What follows belongs to an exercise in optimizing a design on an open flow for small area, a short achievable clock period and few clock cycles; a production flow would make more cautious choices.
Only simulation tests tie the RTL to the original design; equivalence was not proved.
Power is estimated from default activity; no workload was simulated.

$ cat design/flow/design.v
module hash_add32 (
  input  [31:0] x
, input  [31:0] y
, input         ci
, output [31:0] s
);
  wire [31:0] g0 = x & y;
  wire [31:0] p0 = x ^ y;
  wire [31:0] G [0:5];
  wire [31:0] P [0:5];
  assign G[0] = {g0[31:1], g0[0] | (p0[0] & ci)};
  assign P[0] = p0;
  genvar l, i;
  generate
    for (l = 0; l < 5; l = l + 1) begin : lv
      for (i = 0; i < 32; i = i + 1) begin : bt
        if ((i >> l) & 1) begin : op
          assign G[l+1][i] = G[l][i] | (P[l][i] & G[l][((i >> l) << l) - 1]);
          assign P[l+1][i] = P[l][i] & P[l][((i >> l) << l) - 1];
        end else begin : pass
          assign G[l+1][i] = G[l][i];
          assign P[l+1][i] = P[l][i];
        end
      end
    end
  endgenerate
  assign s = p0 ^ {G[5][30:0], ci};
endmodule
module hash_fstep #(parameter R = 0) (
  input  [31:0] x
, input  [31:0] y
, output [31:0] o
);
  wire [31:0] ry = (y << R) | (y >> (32 - R));
  hash_add32 u (.x(x ^ y), .y(~ry), .ci(1'b1), .s(o));
endmodule
module hash_mline (
  input  [31:0] x
, input  [31:0] y
, input  [31:0] z
, input  [31:0] ry       
, output [31:0] xo
, output [31:0] yo
);
  wire [31:0] d;
  hash_add32 us (.x(x), .y(~y), .ci(1'b1), .s(d));
  hash_add32 ua (.x(y), .y(z), .ci(1'b0), .s(yo));
  assign xo = d ^ ry;
endmodule
module hash (
  input CLK
, input RST
, input enable
, input onloop
, input [7:0] wcount       
, input [7:0] word         
, input [7:0] key_length   
, input [7:0] interval
, output reg valid
, output reg[31:0] hashkey
);
reg       i_v;             
reg       i_last;          
reg       i_rst;           
reg [7:0] i_b;
reg [7:0] i_len, i_iv;
always @(posedge CLK) begin
  i_v    <= enable & ~RST;
  i_last <= (wcount == 8'd1);
  i_rst  <= RST;
  i_b    <= word;
  i_len  <= key_length;
  i_iv   <= interval;
end
reg [8:0] s9;
always @(posedge CLK) s9 <= {1'b0, i_len} + {1'b0, i_iv};
wire [31:0] init = 32'hDEADBEEF + {23'b0, s9};
reg [3:0] pos;             
reg       fresh;           
reg       op_last;         
reg       m2, m3;          
reg       f1v, f2v;        
wire p11 = (pos == 4'd11);
wire [3:0] pnext = i_rst ? 4'd0 : ~i_v ? pos : (i_last | p11) ? 4'd0 : pos + 4'd1;
wire       pnl   = enable & ~RST & (wcount != 8'd1);
reg        ev_wa, ev_wb, ev_wc, ev_ma;
reg  [7:0] i_top;          
always @(posedge CLK) begin
  i_top <= (pnl & pnext == 4'd11) ? word : 8'd0;
  ev_wa <= pnl & (pnext == 4'd3);             
  ev_wb <= pnl & (pnext == 4'd7);             
  ev_wc <= pnl & (pnext == 4'd10);            
  ev_ma <= pnl & (pnext == 4'd11);            
end
wire fresh_n = i_rst | (i_v ? (i_last | (fresh & ~ev_wa)) : fresh);
wire last_n  = ~i_rst & i_v & i_last;
wire mg_n    = last_n & m2;
reg  xs_my1, xs_init, xs_sa, xs_sb, xs_sc;
reg  la_add, lb_mx2, lb_add, lb_init, lc_mz1, lc_add, lc_init;
always @(posedge CLK) begin
  xs_my1  <= mg_n;
  xs_init <= last_n ? fresh : fresh_n;
  xs_sa   <= last_n ? (~fresh & ~m2 & pos[3:2] == 2'd0) : (~fresh_n & pnl & pnext == 4'd3);
  xs_sb   <= last_n ? (~fresh & pos[3:2] == 2'd1)       : (~fresh_n & pnl & pnext == 4'd7);
  xs_sc   <= last_n ? (~fresh & pos[3:2] == 2'd2)       : (~fresh_n & pnl & pnext == 4'd10);
  la_add  <= m2 | pos[3:2] == 2'd0;
  lb_mx2  <= m2;
  lb_add  <= ~m2 & pos[3:2] == 2'd1;
  lb_init <= ~m2 & pos[3:2] != 2'd1 & fresh;
  lc_mz1  <= m2;
  lc_add  <= ~m2 & pos[3:2] == 2'd2;
  lc_init <= ~m2 & pos[3:2] != 2'd2 & fresh;
end
always @(posedge CLK) begin
  if (i_rst) begin
    pos     <= 4'd0;
    fresh   <= 1'b1;
    op_last <= 1'b0;
    m2      <= 1'b0;
    m3      <= 1'b0;
    f1v     <= 1'b0;
    f2v     <= 1'b0;
  end else begin
    pos <= pnext;
    if (i_v) begin
      if (i_last)     fresh <= 1'b1;
      else if (ev_wa) fresh <= 1'b0;
    end
    op_last  <= i_v & i_last;
    m2       <= ev_ma;
    m3       <= m2;
    f1v      <= op_last;
    f2v      <= f1v;
  end
end
reg [31:0] w;
always @(posedge CLK) begin
  if (i_v) begin
    case (pos[1:0])
      2'd0: w <= {24'b0, i_b};
      2'd1: w[15:8]  <= i_b;
      2'd2: w[23:16] <= i_b;
      2'd3: w <= p11 ? {i_b, 24'b0} : {i_b, w[23:0]};
    endcase
  end
end
reg [31:0] sa, sb, sc;
wire        m1   = ev_ma;
wire [7:0]  ctop = sc[31:24] + i_top;
wire [31:0] mx   = sa;
wire [31:0] my   = {ctop, sc[23:0]};
wire [31:0] mz   = sb;
wire [31:0] mx1, my1, mz1, mx2;
hash_mline la_ (.x(mx),  .y(my),  .z(mz),
                .ry(m1 ? {my[27:0], my[31:28]} : m2 ? {my[23:0], my[31:24]} : {my[12:0], my[31:13]}),
                .xo(mx1), .yo(my1));
hash_mline lb_ (.x(mz),  .y(mx1), .z(my1),
                .ry(m1 ? {mx1[25:0], mx1[31:26]} : m2 ? {mx1[15:0], mx1[31:16]} : {mx1[27:0], mx1[31:28]}),
                .xo(mz1), .yo(mx2));
wire [31:0] w_eff  = ev_wc ? {8'b0, i_b, w[15:0]} : {i_b, w[23:0]};
wire        bt_add = ev_wa | ev_wb | ev_wc;
wire [31:0] add_x  = ({32{xs_my1}}  & my1) | ({32{xs_init}} & init) |
                     ({32{xs_sa}}   & sa)  | ({32{xs_sb}}   & sb)   | ({32{xs_sc}} & sc);
wire [31:0] add_y = op_last ? w : w_eff;
wire [31:0] add_s;
hash_add32 wadd (.x(add_x), .y(add_y), .ci(1'b0), .s(add_s));
wire [31:0] la = la_add ? add_s : sa;
wire [31:0] lb = ({32{lb_mx2}} & mx2) | ({32{lb_add}} & add_s) | ({32{lb_init}} & init) |
                 ({32{~(lb_mx2 | lb_add | lb_init)}} & sb);
wire [31:0] lc = ({32{lc_mz1}} & mz1) | ({32{lc_add}} & add_s) | ({32{lc_init}} & init) |
                 ({32{~(lc_mz1 | lc_add | lc_init)}} & sc);
wire [31:0] fc1;
hash_fstep #(14) f1 (.x(lc), .y(lb), .o(fc1));
always @(posedge CLK) begin
  if (op_last) begin
    sa <= la;
    sb <= lb;
    sc <= fc1;
  end else if (m1 | m2 | m3) begin
    sa <= my1;
    sc <= mz1;
    sb <= mx2;
  end else if (bt_add) begin
    if (ev_wa) sa <= add_s;
    if (ev_wb) sb <= add_s;
    if (ev_wc) sc <= add_s;
    if (fresh) begin
      sb <= init;
      sc <= init;
    end
  end
end
reg [31:0] ta, tb, tc;
wire [31:0] fa1, fb1, fc2, fa2, fb2, fc3;
hash_fstep #(11) f2 (.x(sa),  .y(sc),  .o(fa1));
hash_fstep #(25) f3 (.x(sb),  .y(fa1), .o(fb1));
hash_fstep #(16) f4 (.x(sc),  .y(fb1), .o(fc2));
always @(posedge CLK) begin
  ta <= fa1;
  tb <= fb1;
  tc <= fc2;
end
hash_fstep #(4)  f5 (.x(ta),  .y(tc),  .o(fa2));
hash_fstep #(14) f6 (.x(tb),  .y(fa2), .o(fb2));
hash_fstep #(24) f7 (.x(tc),  .y(fb2), .o(fc3));
always @(posedge CLK) begin
  hashkey <= fc3;
  valid   <= f2v & ~i_rst & ~RST;
end
endmodule
$ cat design/flow/flow/run.sh
#!/bin/bash
# Layout flow: the standard ORFS flow with a custom synthesis mapping
# (flow/synth.tcl, flow/abc.script) and timing repair aimed at a tighter
# setup target than the clock period. Each tool's output goes to a log here.
set -euo pipefail
W=$(pwd)
export FLOW_DIR=$W/flow
MARGIN=${FLOW_SETUP_MARGIN:-31}
VARS=(DESIGN_CONFIG=$W/config.mk WORK_HOME=$W/orfs CLKGATE_MAP_FILE=
      SYNTH_SCRIPT=$W/flow/synth.tcl)
make -C "$FLOW_HOME" "${VARS[@]}" synth > "$W/synth.log" 2>&1
make -C "$FLOW_HOME" "${VARS[@]}" SETUP_SLACK_MARGIN=$MARGIN \
  "BUFFER_PORTS_ARGS=-buffer_cell sky130_fd_sc_hd__buf_2" ${FLOW_TARGET:-finish} > "$W/layout.log" 2>&1
[ "${FLOW_TARGET:-finish}" = finish ] || exit 0
R=$W/orfs/results/$FLOW_PLATFORM/hash/base
: # left out here: write the final layout as DEF
$ cat design/flow/flow/abc.script
strash
dch
amap
topo
stime -c
buffer -c
upsize -c
dnsize -c
$ cat design/flow/flow/synth.tcl
proc synth {args} { yosys synth -nofsm -noshare {*}$args }
proc abc {args} {
  set i [lsearch -exact $args -script]
  if {$i >= 0} { set args [lreplace $args $i [expr {$i+1}] -script $::env(FLOW_DIR)/abc.script] }
  set i [lsearch -exact $args -D]
  if {$i >= 0} { set args [lreplace $args $i [expr {$i+1}]] }
  puts "flow: abc $args"
  yosys abc {*}$args
}
proc extract_fa {args} { puts "flow: extract_fa skipped" }
source $::env(SCRIPTS_DIR)/synth.tcl
# left out here: clear keep_hierarchy, flatten, clean up, hide names made inside functions, write 1_2_yosys.v
$ cat design/flow/standard.sh
#!/bin/bash
# synth_recipe.tcl (not shown) runs the flow's synth.tcl, then flattens the netlist and writes it again
# the make line also repeats each setting of config.mk as NAME=value (left out here)
make -C /OpenROAD-flow-scripts/flow DESIGN_CONFIG=/design/flow/config.mk WORK_HOME=/design/flow/orfs CLKGATE_MAP_FILE= SYNTH_SCRIPT=/design/flow/synth_recipe.tcl "${@:-finish}"
$ cat design/flow/config.mk
export PLATFORM = sky130hd
export DESIGN_NAME = hash
export DESIGN_NICKNAME = hash
export VERILOG_FILES = /design/flow/design.v
export SDC_FILE = /design/flow/constraint.sdc
export NUM_CORES = 8
export LEC_CHECK = 0
export CAP_MARGIN = 20
export CORE_MARGIN = 2
export CORE_UTILIZATION = 40
export CTS_CLUSTER_DIAMETER = 80
export CTS_CLUSTER_SIZE = 20
export PLACE_DENSITY = 0.75
export SLEW_MARGIN = 20
export TNS_END_PERCENT = 20
$ cat design/flow/constraint.sdc
create_clock -name core_clock -period 40.0 [get_ports {CLK}]
set_input_delay 8.0000 -clock core_clock [delete_from_list [all_inputs] [get_ports {CLK}]]
set_output_delay 8.0000 -clock core_clock [all_outputs]
set_load 0.01 [all_outputs]
==> results.sh, run 1 <==
export IMPL_pre_cts_ws_ps=29830
export IMPL_crit_path_end_kind="output pin"
export IMPL_holdWs_ps=446
export IMPL_drc=0
export IMPL_clk_path_buf_depth=3
export IMPL_syn_inst=4508
export IMPL_synthArstFlopShare_pct=0
export IMPL_syn2layout_area_growth_pct=13.0
export IMPL_cp_required_ps=32000
export IMPL_max_freq_mhz=110
export IMPL_pwr_density_cell_nw_per_um2=31.6
export IMPL_die_y_microns=274
export IMPL_dp_final_hpwl_mm=106
export IMPL_clk_latency_ps=650
export IMPL_synth_edf_count=128
export IMPL_status="no timing/DRC/antenna violations"
export IMPL_yosysUniqueCellTypes=108
export IMPL_grt_first_pass_wirelength_mm=191
export IMPL_finalMaxSlewViolations=0
export IMPL_port_buffers=67
export IMPL_yosysTopAreaCellShare_pct=13.6
export IMPL_ant_nets=0
export IMPL_die_w_microns=274
export IMPL_hold_buffers=0
export IMPL_vias=34999
export IMPL_cts_buffers=29
export IMPL_yosysWarningCount=2
export IMPL_vias_per_cell=6.25
export IMPL_period_share_pct=22.7
export IMPL_critical_path_arrival_ps=1090
export IMPL_hold_path_startpoint="f2v"
export IMPL_antenna_found_initial=2
export IMPL_critPathLaunch="valid"
export IMPL_grt_max_degree=81
export IMPL_p_leak_nw=13.3
export IMPL_initialDrtViolationCount=5573
export IMPL_finalNetCount=4651
export IMPL_ioPinCount=69
export IMPL_path_class="reg2out"
export IMPL_synth_area_sq_um=29200
export IMPL_clockRootBuffer="clkbuf_16"
export IMPL_yosys_area_top_type="dfxtp_1"
export IMPL_clock_skew_final_ps=52.1
export IMPL_syn_avg_cell_area_sq_um=6.48
export IMPL_maxCapViolCount=0
export IMPL_dr_pass1_iters=14
export IMPL_layout_min_cycle_time_ps=9090
export IMPL_reg2reg_from="sb[1]"
export IMPL_cp_start_kind="flip-flop"
export IMPL_tightest_slew_ps=1160
export IMPL_final_setup_tns_ps=0
export IMPL_drive_gt1_share_pct=11.6
export IMPL_cts_htree_levels=1
export IMPL_hold_viol_final=0
export IMPL_path_clk_slew_ps=90
export IMPL_core_area_sq_um=72700
export IMPL_cts_tree="done"
export IMPL_floorplan_initialDensity_pct=40.2
export IMPL_worst_slack_ps=30910
export IMPL_routedWlPerCell_microns=24.2
export IMPL_routabilityCongestion=1.09
export IMPL_ys_seq_elements=326
export IMPL_cpLargestDelayFamily="flip-flops"
export IMPL_grt_pass1_vias=29943
export IMPL_cpMaxStageDelayCell="dfxtp_2"
export IMPL_die_area_sq_um=75300
export IMPL_grt_use_total_pct=34.5
export IMPL_gr_total_overflow=0
export IMPL_cts_sinks=326
export IMPL_ys_flop_type="dfxtp_1"
export IMPL_worst_path_largest_cell_delay_ps=330
export IMPL_path_cells="buf_6"
export IMPL_grt_setup_unrepaired="true"
export IMPL_crit_fanout=1
export IMPL_worst_path_buf_inv=1
export IMPL_hp_class="reg2reg"
export IMPL_ys_seq_area_share_pct=26.7
export IMPL_irDropWorstVdd_mv=0.0460
export IMPL_drt_wl_total_mm=136
export IMPL_setup_viol_count_final=0
export IMPL_syn_nets=4544
export IMPL_slew_headroom_pct=21.9
export IMPL_yosys_top_cells_area="dfxtp_1 14%, edfxtp_1 13%, nor2_1 11%"
export IMPL_core_rowCount=99
[Yosys cell counts, types with 14 or more instances]
library cell and n:
nor2b_1 29, o221ai_1 106, xor2_1 15, o31ai_1 27, a211oi_1 16, a222oi_1 68, o22a_1 14, a31oi_1 33
a22oi_1 48, inv_1 456, nor2_1 881, o22ai_1 187, nand2_1 535, nand3_1 41, a21oi_2 23, a21oi_1 547
a221oi_1 25, inv_2 40, dfxtp_1 198, edfxtp_1 128, clkbuf_1 85, o21ai_0 499, o21a_1 39, a21o_1 17
o21ai_1 74, nor3_1 54, o21ai_2 18, nand4_1 23
[registers in the layout (all words and copies together), names as in the netlist, 4 cells and up]
name	flops
sc	32
tc	32
w	32
pos	4
sa	32
sb	32
ta	32
tb	32
i_b	8
hashkey	32
i_iv	8
i_len	8
i_top	8
s9	9
[power by group]
part	internal, mW	leakage, nW	switching, mW
clock network	0.148	0.496	0.162
logic	0.115	9.96	0.239
registers	0.371	2.82	0.00863
[final cells by class]
| cell class | count | area [sq um] |
|---|---|---|
| inverters | 512 | 1980 |
| clock buffers | 33 | 762 |
| flip-flops and latches | 326 | 7810 |
| diodes | 2 | 5.00 |
| multi-input cells | 3570 | 19800 |
| fillers | 7427 | 39700 |
| clock inverters | 19 | 259 |
| well taps | 959 | 1200 |
| repair buffers | 176 | 1210 |
[kinds of logic (layout without fill, tap and decap cells)]
family / Yosys count / in the layout / share of synthesized area, %
other: 0 / 2 / 0
AO/OA/AOI/OAI: 1867 / 1867 / 40.4
XOR/XNOR: 19 / 19 / 0.569
AND/OR/NAND/NOR: 1684 / 1684 / 24.3
buffers and inverters: 612 / 740 / 8.09
flip-flops: 326 / 326 / 26.7
[worst reg2reg max path, delay by kind of cell (launching register included)]
family | cells | cell delay [ps]
AO/OA/AOI/OAI | 23 | 4300
buffers and inverters | 4 | 770
flip-flops | 1 | 570
AND/OR/NAND/NOR | 18 | 2950
[layer usage]
metal  up-vias  part of all wire, %  wire [microns]  GRT usage [%]
met5         -                    0               0              0
met4         0                   11           14700           29.7
met3       605                   13           17700           9.49
met2      2412                   40           54300           50.6
met1     15349                   36           49000           41.7
li1      16633                    -               -              -
[timing repair]
item                       4_1_cts  5_1_grt
pin swaps                        6       16
gates resized for setup         36      133
buffers inserted                17       37
setup endpoints to repair       75       78
[through the flow]
stage               instances  power [mW]  area, sq um  utilization [%]
floorplan                4508       0.634        29300                -
global placement         5488       0.721        30800             42.4
detailed placement       5488       0.727        30800             42.4
CTS                      5557        1.03        32100             44.2
global route             5595        1.10        33000             45.4
finish                   5597        1.04        33000             45.4
[cell usage in the layout (no fill, tap or decap), drive strengths merged, types with 23 or more instances in the layout]
cell type,count
a21oi,570
nand2,541
a31oi,36
buf,176
a221oi,26
edfxtp,128
nor2,894
nand3,41
nor2b,31
o21a,41
a222oi,68
o22ai,191
nand4,23
inv,503
clkbuf,33
o21ai,592
a22oi,49
o31ai,31
nor3,68
dfxtp,198
o221ai,108
[path summary, 6_finish.rpt]
check | endpoint | slack (ps) | depth (start not counted)
worst max register to register | sc[29] | 31100 | 45
worst min-delay path | valid | 450 | 2
worst max-delay path | valid | 30910 | 1
worst min register to register | valid | 450 | 2
Testbench counts, summed over its fixed seeds: cycles 83,896.
==> run 2: changes to the inputs <==
--- a/design/flow/flow/run.sh
+++ b/design/flow/flow/run.sh
@@ -10,4 +10,8 @@
       SYNTH_SCRIPT=$W/flow/synth.tcl)
 make -C "$FLOW_HOME" "${VARS[@]}" synth > "$W/synth.log" 2>&1
+if [ -n "${FLOW_FP_MARGIN:-}" ]; then
+  make -C "$FLOW_HOME" "${VARS[@]}" SETUP_SLACK_MARGIN=$FLOW_FP_MARGIN \
+    "BUFFER_PORTS_ARGS=-buffer_cell sky130_fd_sc_hd__buf_2" floorplan > "$W/floorplan.log" 2>&1
+fi
 make -C "$FLOW_HOME" "${VARS[@]}" SETUP_SLACK_MARGIN=$MARGIN \
   "BUFFER_PORTS_ARGS=-buffer_cell sky130_fd_sc_hd__buf_2" ${FLOW_TARGET:-finish} > "$W/layout.log" 2>&1
--- a/design/flow/config.mk
+++ b/design/flow/config.mk
@@ -9,6 +9,6 @@
 export CORE_MARGIN = 2
 export CORE_UTILIZATION = 40
-export CTS_CLUSTER_DIAMETER = 80
-export CTS_CLUSTER_SIZE = 20
+export CTS_CLUSTER_DIAMETER = 90
+export CTS_CLUSTER_SIZE = 24
 export PLACE_DENSITY = 0.75
 export SLEW_MARGIN = 20
==> run 2 against run 1 <==
Fmax increased by 0.51%; register-to-register slack about the same; largest power group unchanged; utilization fell by 0.25 points; non-clock buffer count decreased by 2; die area unchanged; sequential share of layout area grew 0.13 points.
==> results.sh, run 2 <==
export IMPL_status="no timing/DRC/antenna violations"
export IMPL_grt_use_total_pct=34.4
export IMPL_syn_inst=4508
export IMPL_yosysUniqueCellTypes=108
export IMPL_finalMaxSlewViolations=0
export IMPL_hp_class="reg2reg"
export IMPL_fill_cells=7438
export IMPL_hold_path_startpoint="f2v"
export IMPL_synth_area_sq_um=29200
export IMPL_floorplan_initialDensity_pct=40.2
export IMPL_ys_flop_type="dfxtp_1"
export IMPL_cts_tree="done"
export IMPL_irDropWorstVdd_mv=0.0389
export IMPL_reg2reg_from="sb[1]"
export IMPL_path_clk_slew_ps=100
export IMPL_cts_sinks=326
export IMPL_cts_buffers=24
export IMPL_clock_skew_final_ps=38.0
export IMPL_mostFrequentLayoutCell="nor2_1"
export IMPL_clk_path_buf_depth=3
export IMPL_cpMaxStageDelayCell="dfxtp_1"
export IMPL_p_leak_nw=13.2
export IMPL_grt_max_degree=81
export IMPL_holdPathStages=2
export IMPL_final_setup_tns_ps=0
export IMPL_regArea_sq_um=7810
export IMPL_grt_pass1_vias=29849
export IMPL_grt_setup_unrepaired="true"
export IMPL_dp_final_hpwl_mm=106
export IMPL_syn_nets=4544
export IMPL_antenna_found_initial=0
export IMPL_rrSetupSlack_ps=31100
export IMPL_drive_gt1_share_pct=11.5
export IMPL_cp_required_ps=32000
export IMPL_tightest_slew_ps=1210
export IMPL_synthArstFlopShare_pct=0
export IMPL_max_freq_mhz=111
export IMPL_clockRootBuffer="clkbuf_16"
export IMPL_period_share_pct=22.6
export IMPL_ys_seq_area_share_pct=26.7
export IMPL_slew_headroom_pct=18.4
export IMPL_layout_min_cycle_time_ps=9040
export IMPL_worst_path_largest_cell_delay_ps=320
export IMPL_final_cell_mix="873 x nor2_1, 534 x nand2_1, 522 x a21oi_1"
export IMPL_yosysWarningCount=2
export IMPL_hold_viol_final=0
export IMPL_fin_area_sq_um=32900
export IMPL_maxCapViolCount=0
export IMPL_cpLargestDelayFamily="flip-flops"
export IMPL_dr_pass1_iters=15
export IMPL_vias=34680
export IMPL_grt_first_pass_wirelength_mm=190
export IMPL_synthTopCellsByCount="881 x nor2_1, 547 x a21oi_1, 535 x nand2_1"
export IMPL_clk_latency_ps=620
export IMPL_yosys_top_cells_area="dfxtp_1 14%, edfxtp_1 13%, nor2_1 11%"
export IMPL_synth_edf_count=128
export IMPL_vias_per_cell=6.21
export IMPL_hold_buffers=0
export IMPL_initialDrtViolationCount=5102
export IMPL_ys_seq_elements=326
export IMPL_post_dp_cell_area_sq_um=30800
export IMPL_path_cells="buf_2"
export IMPL_yosysTopAreaCellShare_pct=13.6
export IMPL_r2r_end="sc[21]"
export IMPL_synth_most_common_cell="nor2_1"
export IMPL_holdPathEnd="valid"
export IMPL_yosys_area_top_type="dfxtp_1"
export IMPL_gr_total_overflow=0
export IMPL_cp_start_kind="flip-flop"
export IMPL_die_w_microns=274
export IMPL_crit_path_end_kind="output pin"
export IMPL_crit_fanout=1
export IMPL_worst_path_buf_inv=1
export IMPL_setup_viol_count_final=0
export IMPL_num_antenna_cells=0
export IMPL_pwr_density_cell_nw_per_um2=30.9
export IMPL_port_buffers=67
export IMPL_critical_path_arrival_ps=1040
export IMPL_ant_nets=0
export IMPL_routabilityCongestion=1.09
export IMPL_drc=0
export IMPL_core_rowCount=99
export IMPL_die_y_microns=274
export IMPL_cts_htree_levels=1
export IMPL_ioPinCount=69
export IMPL_die_area_sq_um=75300
export IMPL_rr_worst_depth=43
export IMPL_path_class="reg2out"
export IMPL_core_area_sq_um=72700
export IMPL_syn_avg_cell_area_sq_um=6.48
export IMPL_drt_wl_total_mm=135
export IMPL_syn2layout_area_growth_pct=12.4
export IMPL_multi_input_area_sq_um=19800
export IMPL_finalNetCount=4644
export IMPL_routedWlPerCell_microns=24.2
-- run 2: stage by stage --
stage / hold slack, ps / std cells / utilization (%) / setup WS, ps / power [mW]
6_report: 442 / 5583 / 45.2 / 30960 / 1.01
5_1_grt: 451 / 5583 / 45.2 / 30920 / 1.07
4_1_cts: 440 / 5546 / 44.0 / 30950 / 1.00
3_5_place_dp: 434 / 5488 / 42.4 / 29830 / 0.727
3_3_place_gp: 420 / 5488 / 42.4 / 29850 / 0.721
2_1_floorplan: 367 / 4508 / - / 30870 / 0.634
-- run 2: area by class of cell --
type | instances | share of cell area [%]
Inverter | 512 | 6.02
Timing Repair Buffer | 174 | 3.60
Clock buffer | 27 | 1.99
Sequential cell | 326 | 23.8
Multi-Input combinational cell | 3570 | 60.3
Clock inverter | 15 | 0.644
Tap cell | 959 | 3.65
-- run 2: repair_timing --
action / CTS / global route
setup buffers: 16 / 37
pin swaps: 6 / 19
resized for setup: 38 / 139
endpoints found under the hold margin: 0 / 0
endpoints found under the setup margin: 74 / 81
-- run 2: per-layer routing --
metal	up-vias	routed length (microns)	GRT usage, %
met5	-	0	0
met4	0	15400	30.8
met3	610	17700	9.05
met2	2327	53500	50.0
met1	15161	48400	41.5
li1	16582	-	-
-- run 2: worst max-delay path by stage --
stage / start / endpoint / cells after the start
finish: hashkey[27] / hashkey[27] / 1
global route: sb[1] / sc[21] / 43
CTS: hashkey[27] / hashkey[27] / 1
detailed placement: sc[1] / sc[20] / 44
global placement: sc[1] / sc[20] / 33
floorplan: wcount[2] / i_top[0] / 5
-- run 2: kinds of logic (layout without fill, tap and decap cells) --
kind of cell / count (synthesis) / in the layout / synth area share, %
flops: 326 / 326 / 26.7
simple gates: 1684 / 1684 / 24.3
xor+xnor: 19 / 19 / 0.569
buf+inv: 612 / 728 / 8.09
compound gates: 1867 / 1867 / 40.4
-- run 2: power breakdown --
group / switching, mW / total (mW) / leakage (nW) / internal, mW
Sequential: 0.00853 / 0.380 / 2.82 / 0.371
Clock: 0.153 / 0.281 / 0.422 / 0.128
Combinational: 0.239 / 0.354 / 9.96 / 0.115
Total: 0.400 / 1.01 / 13.2 / 0.614

==> port drivers added, routing unchanged <==
The results above use ideal ports. As a check the final layouts listed here were re-extracted and re-timed, cells and wires unchanged. Step 1 sets driving cells, clkbuf_16 on the clock port and buf_2 on the other inputs (assumed; they add their load-dependent delay and slew). Step 2, shift: input delay + t, output delay - t, t = (earliest + latest rising clock arrival at the registers) / 2. This alone moves slack from input paths to output paths. a / b / c = ideal / step 1 / step 2; a / b = the first two.
| run | t (ns) | slack for setup (ns) | worst hold slack (ns) | pins driven straight from the clock port |
|---|---|---|---|---|
| run 1 | 0.691 | 30.912 / 30.845 / 30.640 | 0.446 / 0.446 / 0.446 | 1 |
| run 2 | 0.663 | 30.958 / 30.891 / 30.647 | 0.442 / 0.442 / 0.442 | 1 |
After both steps setup and hold are still met in every run listed. For run 2, which loses most, drivers alone change the setup slack by -0.067 ns; drivers and shift together by -0.311 ns.
